Source: an optimization exercise on an open RTL-to-GDS flow (aim: small area and a short achievable clock period). Production flows keep margins and buffers that such runs may drop. Only simulation tests tie the RTL to the original design; equivalence was not proved.

## flow/design.v (module list and top-level ports; edited modules follow where they fit)
// module fm_mult: 9 lines
// module conv2d: 4830 lines
// module fa3: 4 lines
module conv2d#(
    parameter   CONV_WIDTH      = 'd8 ,
    parameter   CONV_HEIGHT     = 'd8 
)(
    input clk   ,
    input rst_n ,
    input                matrix_vsync ,
    input                matrix_href  ,
    input        [6:0]   matrix_h_cnt       ,
    input        [6:0]   matrix_v_cnt       ,
    input signed [15:0]   conv_bias   ,
    input        [143:0]  fm_data     ,
    input        [143:0]  conv_weight ,
    output reg        [6:0]  conv_h_cnt ,
    output reg        [6:0]  conv_v_cnt ,
    output reg               conv_href  ,
    output reg               conv_vsync ,
    output reg signed [31:0] conv_result
);
  // ...
==> flow/flow/run.sh <==
#!/bin/bash
# The standard layout (standard.sh: standard synthesis, floorplan, place, CTS, route,
# finish), except that the port buffers that buffer_ports inserts are
# sky130_fd_sc_hd__buf_2 instead of the delay buffer it picks by default.
# The full make output goes to standard.log here; ORFS's per-step logs stay in orfs/logs/.
set -uo pipefail
export BUFFER_PORTS_ARGS="-buffer_cell sky130_fd_sc_hd__buf_2"
bash standard.sh > standard.log 2>&1
==> flow/standard.sh <==
#!/bin/bash
# synth_recipe.tcl (not shown) runs the flow's synth.tcl, then flattens the netlist and writes it again
# the make line also repeats each setting of config.mk as NAME=value (left out here)
make -C /OpenROAD-flow-scripts/flow DESIGN_CONFIG=/design/flow/config.mk WORK_HOME=/design/flow/orfs CLKGATE_MAP_FILE= SYNTH_SCRIPT=/design/flow/synth_recipe.tcl "${@:-finish}"
==> flow/config.mk <==
export PLATFORM = sky130hd
export DESIGN_NAME = conv2d
export DESIGN_NICKNAME = conv2d
export VERILOG_FILES = /design/flow/design.v
export SDC_FILE = /design/flow/constraint.sdc
export NUM_CORES = 4
export LEC_CHECK = 0
export CAP_MARGIN = 20
export CORE_MARGIN = 2
export CORE_UTILIZATION = 55
export SETUP_SLACK_MARGIN = 5.0
export SLEW_MARGIN = 20
export SYNTH_HIERARCHICAL = 1
==> flow/constraint.sdc <==
create_clock -name core_clock -period 10.0 [get_ports {clk}]
set_input_delay 2.0000 -clock core_clock [delete_from_list [all_inputs] [get_ports {clk}]]
set_output_delay 2.0000 -clock core_clock [all_outputs]
set_load 0.01 [all_outputs]
==> summary.md, run 1 <==
| Metric | Value |
|---|---|
| Seq/Total Area, Yosys | 14.34% |
| Status | finished clean |
| Post-synth cell types | 56 |
| WHS Endpoint | conv_href |
| Avg Cell Area, Syn | 10.62 um^2 |
| Die Area | 109800 um^2 |
| Die Y | 331.3 um |
| First-pass DRT Iterations | 8 |
| Routed len/inst | 38.77 um |
| CTS Sinks | 406 |
| Slew headroom | 17.54% |
| Number of global-route vias before repair | 49820 |
| Sequential cell count | 406 |
| Met3 Wirelength | 38000 um |
| Most frequent cells in the layout | fa_1, xnor2_1, o22ai_1 |
| Die Wd | 331.3 um |
| CTS resizes | 464 |
| Post-CTS Setup Repair Bufs | 199 |
| Top Metal Used | met5 |
| Global router's overall resource usage | 51.48% |
| Seq/total area | 11.41% |
| H-tree depth | 2 |
| Area Growth Syn to Fin | 25.87% |
| Routed WL | 290900 um |
| Syn Std Cell Area | 58910 um^2 |
| Top-area cell type share of the netlist area | 42.20% |
| Flop2flop setup slack | 4.55 ns |
| Worst-Skew Late Latency | 0.65 ns |
| Hold buffers post-CTS | 0 |
| Initial antenna violation count | 16 |
| Inst Count DP | 6955 |
| Io pins | 370 |
| Max stage delay cell, worst path | fa_1 |
| Most common cell after layout, fill and taps aside | fa_1 |
| Share of cells above drive strength 1 | 33.81% |
| Unrepaired setup endpoints after global routing | yes |
| Num tapcells | 1403 |
==> run 2, diff against run 1 <==
--- a/flow/config.mk
+++ b/flow/config.mk
@@ -8,6 +8,6 @@
 export CAP_MARGIN = 20
 export CORE_MARGIN = 2
 export CORE_UTILIZATION = 55
-export SETUP_SLACK_MARGIN = 5.0
+export SETUP_SLACK_MARGIN = 4.5
 export SLEW_MARGIN = 20
 export SYNTH_HIERARCHICAL = 1
==> summary.md, run 2 <==
| Metric | Value |
|---|---|
| Final min period | 5.544 ns |
| #FFs+latches synth | 406 |
| Post-synth EDFFs | 0 |
| Slew headroom | 18.66% (+1.1 points) |
| CTS tree | built |
| Die Y | 331.3 um (unchanged) |
| Worst-Skew Late Latency | 0.68 ns (+0.03 ns) |
| Startpoint type of the worst setup path | flip-flop |
| Area Growth Syn to Fin | 8.780% |
| Path category of the worst min-delay check | flip-flop to flip-flop |
| Largest net degree at the start of global routing | 53 |
| Synth async-reset ratio | 15.76% |
| Max-slew violation count | 0 |
| Post-Synthesis Cells | 5550 |
| Max cap viols | 0 |
| Crit share post-route | 55.44% |
| Grt total ovfl | 0 |
| Critical path class | flip-flop to flip-flop |
| Number of global-route vias before repair | 47020 (-5.6%) |
| Die Wd | 331.3 um (unchanged) |
| Biggest register | conv_result |
| Nets | 7342 |
| Initial core utilization | 55.27% |
| Inst Count DP | 6965 (+0.14%) |
| DP HPWL | 233700 um |
| CTS Sinks | 406 (unchanged) |
| CTS Root Cell | clkbuf_16 |
| CP required | 10.59 ns |
| WP data arrival | 6.13 ns |
| Most frequent cells in the layout | fa_1, xnor2_1, o22ai_1 |
| Status | finished clean |
| Flop2flop setup slack | 4.46 ns (-0.10 ns) |
| Antenna Nets Post-Route | 0 |
| First-pass DRT Iterations | 8 (unchanged) |
| Synth area leaders | fa_1, xnor2_1, dfxtp_1 |
| Seq/Total Area, Yosys | 14.34% (unchanged) |
| Port Buffer Count | 369 |
| Fmax | 180.4 MHz |
| Die Area | 109800 um^2 (unchanged) |
| Global router's overall resource usage | 49.01% (-2.5 points) |
| Syn Std Cell Area | 58910 um^2 (unchanged) |
| Post-route DRC violation count | 0 |
| Clk_skew | 0.03776 ns |
| Yosys warns | 7 |
| Routed WL | 269100 um (-7.5%) |
| R2R cell count | 13 |
| Hold Startpoint | conv_h_cnt_r[6] |
| WHS Endpoint | conv_h_cnt[6] |
| Vias | 47660 |
| CP Capture Type | flip-flop |
| Initial antenna violation count | 20 (+4) |
| Top-area cell type share of the netlist area | 42.20% (unchanged) |
| Routed len/inst | 37.78 um (-2.6%) |
| Share of cells above drive strength 1 | 12.94% (-21 points) |
| Post-synth cell types | 56 (unchanged) |
| Avg Cell Area, Syn | 10.62 um^2 (unchanged) |
| Final Hold Vio Count | 0 |
| Io pins | 370 (unchanged) |
| FP Rows | 120 |
| Max FO, Critical Path | 6 |
| Final setup violation count | 0 |
| H-tree depth | 2 (unchanged) |
| Largest area contributor in the netlist | fa_1 |
| Dominant synthesized flop cell | dfxtp_1 |
| Final std cells w/o fill | 7123 |
| Unrepaired setup endpoints after global routing | yes |
| WHS Path Cells | 0 |
| Max reg flops | 32 |
| Core area | 106600 um^2 |
| Top-count cell post-synth | fa_1 |
| Crit Reg-Reg Startpoint | cs_c20_6 |
| Clock-pin slew on the worst setup and hold paths | 0.06 ns |
| Commonest cells post-synth | fa_1, xnor2_1, o22ai_1 |
| Most common cell after layout, fill and taps aside | fa_1 |
| Inserted Clock Buffers | 47 |
| DRT iter0 DRCs | 6335 |
| CTS Buffer Depth | 3 |
| Worst-margin pin slew | 1.207 ns |
| Vias/cell | 6.691 |
| Setup Total Neg Slack | 0 ns |
| R2r endpoint | conv_result[29] |
| GPL Wtd Cong | 1.121 |
| First-pass GRT wire length | 369600 um |
[run 2: timing repair]
item | CTS | global route
hold buffers | 0 | 0
buffers inserted | 20 | 19
setup endpoints to repair | 81 | 46
gates resized for setup | 35 | 52
pin swaps | 3 | 11
[run 2: stage by stage]
| step | hold slack, ns | utilization, % | cell area (um^2) | setup WS [ns] |
|---|---|---|---|---|
| floorplan | 0.3312 | - | 59110 | 4.458 |
| global placement | 0.3313 | 57.75 | 61570 | 3.312 |
| detailed placement | 0.3347 | 57.78 | 61590 | 3.259 |
| CTS | 0.3477 | 59.68 | 63620 | 4.502 |
| global route | 0.3553 | 60.10 | 64070 | 4.462 |
| finish | 0.3474 | 60.12 | 64090 | 4.456 |
[run 2: area by class of cell]
| cell class | count | area, um^2 |
|---|---|---|
| Clock inverter | 27 | 379.1 |
| Fill cell | 9158 | 42520 |
| Inverter | 134 | 514.2 |
| Antenna cell | 31 | 77.57 |
| Sequential cell | 406 | 8448 |
| Tap cell | 1403 | 1755 |
| Multi-Input combinational cell | 4542 | 48490 |
| Timing Repair Buffer | 519 | 3100 |
| Clock buffer | 61 | 1319 |
[run 2: per-module statistics from Yosys (local to each module, per instance)]
module | flops+latches | area, um^2 | cells
conv2d | 406 | 34070 | 4309
fa3 | 0 | 20.02 | 1
[run 2: critical path, stage by stage (launching register included)]
cell,delay [ns]
dfxtp_1,0.32
fa_1,0.53
fa_1,0.52
fa_1,0.42
fa_1,0.46
fa_1,0.70
ha_1,0.35
ha_1,0.44
a21o_1,0.27
o21bai_1,0.25
a221oi_2,0.52
nand3_2,0.29
a21oi_1,0.25
xnor2_1,0.13
[run 2: worst max-delay path by stage]
stage | endpoint | depth (start not counted) | slack, ns | start
5_1_grt | cs_c20_10 | 9 | 4.46 | conv_weight[5]
2_1_floorplan | cs_c15_10 | 11 | 4.46 | conv_weight[85]
6_report | conv_result[29] | 13 | 4.46 | cs_c20_6
4_1_cts | cs_c20_10 | 11 | 4.50 | conv_weight[113]
3_3_place_gp | cs_c14_9 | 10 | 3.31 | conv_weight[49]
3_5_place_dp | cs_c20_10 | 10 | 3.26 | conv_weight[17]
[run 2: logic make-up after synthesis]
kind of cell    synth area share, %
simple gates                  6.548
other cells                0.006365
xor+xnor                      15.71
fa+ha+maj                     44.92
compound gates                14.17
mux                          0.1720
buf+inv                       4.131
flops                         14.34
[run 2: layer usage]
layer / track usage, % / part of all wire [%]
met1: 62.10 / 36
met3: 16.88 / 13
met4: 36.11 / 9.3
met5: 0 / 0.019
met2: 69.70 / 41
==> run 3, diff against run 2 <==
--- a/flow/config.mk
+++ b/flow/config.mk
@@ -8,6 +8,7 @@
 export CAP_MARGIN = 20
 export CORE_MARGIN = 2
 export CORE_UTILIZATION = 55
-export SETUP_SLACK_MARGIN = 4.5
+export SETUP_SLACK_MARGIN = 4.7
 export SLEW_MARGIN = 20
 export SYNTH_HIERARCHICAL = 1
+export TNS_END_PERCENT = 10
==> summary.md, run 3 <==
| Metric | Value |
|---|---|
| CP required | 10.55 ns (-0.04 ns) |
| Worst-Skew Late Latency | 0.68 ns (about the same) |
| Nets | 7367 (+0.34%) |
| CP Capture Type | flip-flop |
| WP data arrival | 5.96 ns (-0.17 ns) |
| Most frequent cells in the layout | fa_1, xnor2_1, o22ai_1 |
| Inserted Clock Buffers | 50 (+6.4%) |
| Io pins | 370 (unchanged) |
| Top-area cell type share of the netlist area | 42.20% (unchanged) |
| Max FO, Critical Path | 18 (+12) |
| Share of cells above drive strength 1 | 14.99% (+2.1 points) |
| Post-route DRC violation count | 0 (unchanged) |
| Area Growth Syn to Fin | 10.08% |
| Setup Total Neg Slack | 0 ns (unchanged) |
| Status | finished clean |
| Fin area | 64850 um^2 (+1.2%) |
| #FFs+latches synth | 406 (unchanged) |
| Path category of the worst min-delay check | flip-flop to flip-flop |
| Global router's overall resource usage | 49.34% (+0.33 points) |
| Clock-pin slew on the worst setup and hold paths | 0.06 ns (about the same) |
| CTS Buffer Depth | 3 (unchanged) |
| Final Hold Vio Count | 0 (unchanged) |
| Placed cell areas | 61630 um^2 (about the same) |
| CTS Sinks | 406 (unchanged) |
| Initial antenna violation count | 21 (+5.0%) |
| WHS Path Cells | 0 (unchanged) |
| Core area | 106600 um^2 (unchanged) |
| Routed WL | 271600 um (+0.90%) |
| H-tree depth | 2 (unchanged) |
| Most common cell after layout, fill and taps aside | fa_1 |
| Seq/Total Area, Yosys | 14.34% (unchanged) |
| Dominant synthesized flop cell | dfxtp_1 |
| Hold Startpoint | conv_v_cnt_r[3] |
| Worst-margin pin slew | 1.132 ns (-0.07498 ns) |
| Biggest register | conv_result |
| Commonest cells post-synth | fa_1, xnor2_1, o22ai_1 |
| Initial core utilization | 55.27% (unchanged) |
| Slew headroom | 23.71% (+5.1 points) |
| Synth area leaders | fa_1, xnor2_1, dfxtp_1 |
| Max-slew violation count | 0 (unchanged) |
| Number of global-route vias before repair | 47260 (+0.49%) |
| Final setup violation count | 0 (unchanged) |
| CTS tree | built |
| Synth async-reset ratio | 15.76% (unchanged) |
| Post-Synthesis Cells | 5550 (unchanged) |
| Unrepaired setup endpoints after global routing | yes |
| Post-synth cell types | 56 (unchanged) |
| Critical path class | input pin to flip-flop |
| Vias/cell | 6.720 (+0.44%) |
| Largest area contributor in the netlist | fa_1 |
| Fmax | 185.0 MHz (+2.6%) |
| Largest net degree at the start of global routing | 65 (+23%) |
| DRT iter0 DRCs | 6733 (+6.3%) |
| Hold buffers post-CTS | 0 (unchanged) |
| Vias | 47940 (+0.59%) |
| First-pass GRT wire length | 372100 um (+0.66%) |
| Flop2flop setup slack | 4.62 ns (+0.16 ns) |
| R2r endpoint | conv_result[30] |
| Port Buffer Count | 369 (unchanged) |
| DP HPWL | 235000 um (+0.58%) |
| GPL Wtd Cong | 1.092 (-2.6%) |
| Crit Reg-Reg Startpoint | cs_c4_0 |
| Startpoint type of the worst setup path | input pin |
| Crit share post-route | 54.06% (-1.4 points) |
| Syn Std Cell Area | 58910 um^2 (unchanged) |
| Antenna Nets Post-Route | 0 (unchanged) |
| Post-synth EDFFs | 0 (unchanged) |
| Max reg flops | 32 (unchanged) |
| Die Area | 109800 um^2 (unchanged) |
| Routed len/inst | 38.06 um (+0.75%) |
| Top-count cell post-synth | fa_1 |
| Avg Cell Area, Syn | 10.62 um^2 (unchanged) |
| R2R cell count | 16 (+3) |
| Grt total ovfl | 0 (unchanged) |
| WHS Endpoint | conv_v_cnt[3] |
| Clk_skew | 0.04862 ns (+0.01086 ns) |
| CTS Root Cell | clkbuf_16 |
| Max cap viols | 0 (unchanged) |
| Yosys warns | 7 (unchanged) |
| Final min period | 5.406 ns (-0.1386 ns) |
| First-pass DRT Iterations | 6 (-2) |
| Die Y | 331.3 um (unchanged) |
| FP Rows | 120 (unchanged) |
| Die Wd | 331.3 um (unchanged) |
run 3: cell counts after synthesis:
Identical to the previous run, type by type.
run 3: worst max path at each step:
stage / from / endpoint / slack [ns] / cells after the start
finish: conv_weight[29] / cs_c17_9 / 4.59 / 11
global route: cs_c4_0 / conv_result[30] / 4.57 / 16
CTS: conv_weight[121] / cs_c14_9 / 4.65 / 11
detailed placement: conv_weight[1] / cs_c19_9 / 3.31 / 10
global placement: conv_weight[1] / cs_c19_10 / 3.32 / 10
floorplan: conv_weight[13] / cs_c15_10 / 4.61 / 10
run 3: cell families after synthesis:
logic type / Yosys count / synth area share (%)
xor gates and xnor gates: 1057 / 15.71
muxes: 9 / 0.1720
other: 1 / 0.006365
AOI/OAI and AO/OA: 1365 / 14.17
adders and majority gates: 1370 / 44.92
and+or+nand+nor: 739 / 6.548
DFF: 406 / 14.34
buffers and inverters: 603 / 4.131
run 3: per-layer routing:
| layer | GRT usage (%) | wire, um | up-vias | part of all wire, % |
|---|---|---|---|---|
| met5 | 0 | 119 | - | 0.044 |
| li1 | - | - | 19300 | - |
| met1 | 63.13 | 97690 | 24530 | 36 |
| met3 | 14.94 | 34830 | 751 | 13 |
| met4 | 35.27 | 25150 | 18 | 9.3 |
| met2 | 71.54 | 113800 | 3348 | 42 |
run 3: layout make-up:
class / instances / area (um^2)
timing repair buffer: 541 / 3396
antenna: 15 / 37.54
sequential: 406 / 8452
fill: 8781 / 41750
multi-input combinational: 4542 / 48930
inverter: 134 / 529.3
clock buffer: 72 / 1464
tap: 1403 / 1755
clock inverter: 21 / 291.5
run 3: per-stage QoR:
stage	setup WS, ns	hold slack (ns)	cells	util [%]
after floorplan	4.606	0.3312	5551	-
after global placement	3.321	0.3321	6960	57.81
after detailed placement	3.308	0.3356	6960	57.81
after CTS	4.647	0.3440	7080	60.09
after global routing	4.567	0.3524	7130	60.83
final	4.594	0.3483	7134	60.83
run 3: timing repair:
action                                  in CTS  in global routing
endpoints found under the setup margin     148                 54
pin swaps                                   13                 17
buffers inserted                            27                 39
gates resized for setup                    109                102
endpoints found under the hold margin        0                  0
run 3: critical path: stages:
cell     delay, ns
buf_2         0.15
ha_4          0.17
nor2b_2       0.09
buf_4         0.30
xnor2_1       0.15
o22ai_1       0.52
fa_1          0.55
fa_1          0.54
fa_1          0.50
fa_1          0.56
fa_1          0.41
run 3: modules after synthesis (local to each module, per instance):
| module | copies in the design | area, um^2 | flip-flops and latches |
|---|---|---|---|
| conv2d | 1 | 34070 | 406 |
| fa3 | 1241 | 20.02 | 0 |
==> run 4, diff against run 3 <==
--- a/flow/config.mk
+++ b/flow/config.mk
@@ -8,7 +8,7 @@
 export CAP_MARGIN = 20
 export CORE_MARGIN = 2
 export CORE_UTILIZATION = 55
-export SETUP_SLACK_MARGIN = 4.7
+export PLACE_DENSITY = 0.8
+export SETUP_SLACK_MARGIN = 4.6
 export SLEW_MARGIN = 20
 export SYNTH_HIERARCHICAL = 1
-export TNS_END_PERCENT = 10
==> summary.md, run 4 <==
| Metric | Value |
|---|---|
| Status | finished clean |
| Avg Cell Area, Syn | 10.62 um^2 (unchanged) |
| Max cap viols | 0 (unchanged) |
| Die Y | 331.3 um (unchanged) |
| Die Area | 109800 um^2 (unchanged) |
| First-pass DRT Iterations | 12 (+6) |
| Grt total ovfl | 0 (unchanged) |
| Core area | 106600 um^2 (unchanged) |
| CP required | 10.59 ns (+0.04 ns) |
| Io pins | 370 (unchanged) |
| CTS Root Cell | clkbuf_16 |
| Clock-pin slew on the worst setup and hold paths | 0.06 ns (about the same) |
| Initial core utilization | 55.27% (unchanged) |
| Top-count cell post-synth | fa_1 |
| Startpoint type of the worst setup path | flip-flop |
| Inserted Clock Buffers | 48 (-4.0%) |
| H-tree depth | 2 (unchanged) |
| Vias/cell | 6.895 (+2.6%) |
| Largest net degree at the start of global routing | 65 (unchanged) |
| CP Capture Type | flip-flop |
| Unrepaired setup endpoints after global routing | yes |
| Inst Count DP | 6962 (+0.029%) |
| Commonest cells post-synth | fa_1, xnor2_1, o22ai_1 |
| Antenna Nets Post-Route | 0 (unchanged) |
| Post-Synthesis Cells | 5550 (unchanged) |
| Most frequent cells in the layout | fa_1, xnor2_1, o22ai_1 |
| Synth async-reset ratio | 15.76% (unchanged) |
| Global router's overall resource usage | 52.43% (+3.1 points) |
| Post-route DRC violation count | 0 (unchanged) |
| DP HPWL | 246900 um (+5.1%) |
| Synth area leaders | fa_1, xnor2_1, dfxtp_1 |
| Crit share post-route | 55.18% (+1.1 points) |
| Max stage delay cell, worst path | fa_1 |
| Top-area cell type share of the netlist area | 42.20% (unchanged) |
| Area Growth Syn to Fin | 9.901% |
| Routed len/inst | 40.59 um (+6.6%) |
| Nets | 7372 (+0.068%) |
| Fmax | 181.2 MHz (-2.0%) |
| Share of cells above drive strength 1 | 14.36% (-0.63 points) |
| CTS tree | built |
| CTS Sinks | 406 (unchanged) |
| Dominant synthesized flop cell | dfxtp_1 |
| Final setup violation count | 0 (unchanged) |
| Post-synth cell types | 56 (unchanged) |
| Critical path class | flip-flop to flip-flop |
| Biggest register | conv_result |
| CTS Buffer Depth | 3 (unchanged) |
| Largest area contributor in the netlist | fa_1 |
| Max stage delay on crit path | 0.63 ns (+0.07 ns) |
| Worst-margin pin slew | 1.322 ns (+0.1901 ns) |
| Seq/Total Area, Yosys | 14.34% (unchanged) |
| Initial antenna violation count | 25 (+19%) |
| Port Buffer Count | 369 (unchanged) |
| Most common cell after layout, fill and taps aside | fa_1 |
| Routed WL | 290200 um (+6.9%) |
| Worst path cell trace | fa_1 > fa_1 > fa_1 > fa_1 > fa_1 > ha_1 > ha_1 > a21o_1 > a21oi_2 > o21bai_1 > a221oi_4 > nand3_2 > a21oi_1 > xnor2_1 |
| Die Wd | 331.3 um (unchanged) |
| Final std cells w/o fill | 7148 (+0.20%) |
| Setup Total Neg Slack | 0 ns (unchanged) |
| Fillers | 8800 (+0.22%) |
| Max FO, Critical Path | 6 (-12) |
| DRT iter0 DRCs | 7234 (+7.4%) |
| Final min period | 5.518 ns (+0.1129 ns) |
| Most frequent CP cell | fa_1 |
| Yosys warns | 7 (unchanged) |
| Final Hold Vio Count | 0 (unchanged) |
| #FFs+latches synth | 406 (unchanged) |
| First-pass GRT wire length | 391700 um (+5.3%) |
| WP data arrival | 6.11 ns (+0.15 ns) |
| Path category of the worst min-delay check | flip-flop to flip-flop |
| Syn Std Cell Area | 58910 um^2 (unchanged) |
| GPL Wtd Cong | 1.100 (+0.75%) |
| Max reg flops | 32 (unchanged) |
| Slew headroom | 10.91% (-13 points) |
| Number of global-route vias before repair | 48300 (+2.2%) |
| Clk_skew | 0.05846 ns (+0.009843 ns) |
| FP Rows | 120 (unchanged) |
| Post-synth EDFFs | 0 (unchanged) |
| Max-slew violation count | 0 (unchanged) |
| Vias | 49280 (+2.8%) |
| Worst-Skew Late Latency | 0.68 ns (about the same) |
==> run 4: cell counts after synthesis <==
No cell type changed its count.
==> run 4: per-layer routing <==
layer / vias to the layer above / routed length [um] / part of all wire (%) / global-route usage, %
met5: - / 452 / 0.16 / 1.129
met2: 3840 / 117200 / 40 / 73.12
met1: 25090 / 102200 / 35 / 66.17
met3: 1009 / 41060 / 14 / 19.15
li1: 19330 / - / - / -
met4: 22 / 29320 / 10 / 40.41
==> run 4: path summary, 6_finish.rpt <==
kind | startpoint | endpoint | slack, ns | cells past startpoint
max in group asynchronous | rst_n | conv_result[7] | 7.94 | 2
worst max-delay path | cs_c17_0 | conv_result[29] | 4.48 | 14
worst min-delay path | conv_v_cnt_r[3] | conv_v_cnt[3] | 0.35 | 0
worst min register to register | conv_v_cnt_r[3] | conv_v_cnt[3] | 0.35 | 0
min in group asynchronous | rst_n | conv_v_cnt_r[1] | 1.49 | 2
worst max register to register | cs_c17_0 | conv_result[29] | 4.48 | 14
==> run 4: timing repair <==
item,in CTS,in global routing
pin swaps,6,14
setup endpoints to repair,113,51
hold buffers,0,0
setup buffers,29,41
resized for setup,79,102
==> run 4: area by class of cell <==
class,instances,area [um^2],area share (%)
flip-flops and latches,406,8448,13.05
well taps,1403,1755,2.711
multi-input cells,4542,48800,75.37
inverters,134,536.8,0.8290
clock inverters,26,314.1,0.4850
repair buffers,548,3512,5.424
diodes,29,72.57,0.1121
clock buffers,60,1308,2.019
==> run 4: critical path, delay by kind of cell (launching register included) <==
family / cells / cell delay (ns)
AO/OA/AOI/OAI: 5 / 1.42
flip-flops: 1 / 0.32
AND/OR/NAND/NOR: 1 / 0.29
adder cells (fa/ha/maj): 7 / 3.25
XOR/XNOR: 1 / 0.15
==> run 4: per-module statistics from Yosys, one instance, submodules excluded <==
module	copies in the design	cell area, um^2
conv2d	1	34070
fa3	1241	20.02
==> run 4: stage by stage <==
| step | setup WS, ns | util, % | instance area, um^2 | hold WS [ns] |
|---|---|---|---|---|
| floorplan | 4.561 | - | 59300 | 0.3312 |
| global placement | 3.341 | 57.77 | 61590 | 0.3336 |
| detailed placement | 3.351 | 57.78 | 61590 | 0.3373 |
| CTS | 4.610 | 59.91 | 63870 | 0.3481 |
| global route | 4.459 | 60.72 | 64730 | 0.3556 |
| finish | 4.482 | 60.74 | 64750 | 0.3493 |
==> run 4: logic make-up after synthesis <==
logic type / count (synthesis) / synth area share, %
AOI/OAI and AO/OA: 1365 / 14.17
xor gates and xnor gates: 1057 / 15.71
adders and majority gates: 1370 / 44.92
buffers and inverters: 603 / 4.131
DFF: 406 / 14.34
muxes: 9 / 0.1720
other: 1 / 0.006365
and+or+nand+nor: 739 / 6.548

[afterwards: timing with drivers on the ports]
No port has a modelled driver above. Below, the same layouts with a new extraction and two added sets of constraints. Step 1 sets driving cells, clkbuf_16 on the clock port and buf_2 on the other inputs (assumed; they add their load-dependent delay and slew). Step 2 moves the port delays by t, midway between the first and last clock arrival at a register: inputs arrive t later, outputs are due t later. That takes back most of the time a late clock gives input paths. a / b / c = no drivers / after step 1 / after step 2; a / b = the first two.
run	t, ns	setup WS [ns]	hold slack, ns	worst setup path after step 2	slew at the worst register clock pin (ns)
run 1	0.727	4.552 / 4.552 / 4.246	0.349 / 0.349 / 0.349	input to register	0.07 / 0.07
run 2	0.737	4.456 / 4.456 / 3.854	0.347 / 0.347 / 0.347	input to register	0.07 / 0.07
run 3	0.734	4.594 / 4.620 / 3.918	0.348 / 0.348 / 0.348	input to register	0.07 / 0.07
run 4	0.736	4.482 / 4.482 / 3.857	0.349 / 0.349 / 0.349	input to register	0.08 / 0.08
After both steps setup and hold are still met in every run listed. The setup slack of run 3, which loses most, moves by +0.026 ns with the drivers and by -0.676 ns with both steps.
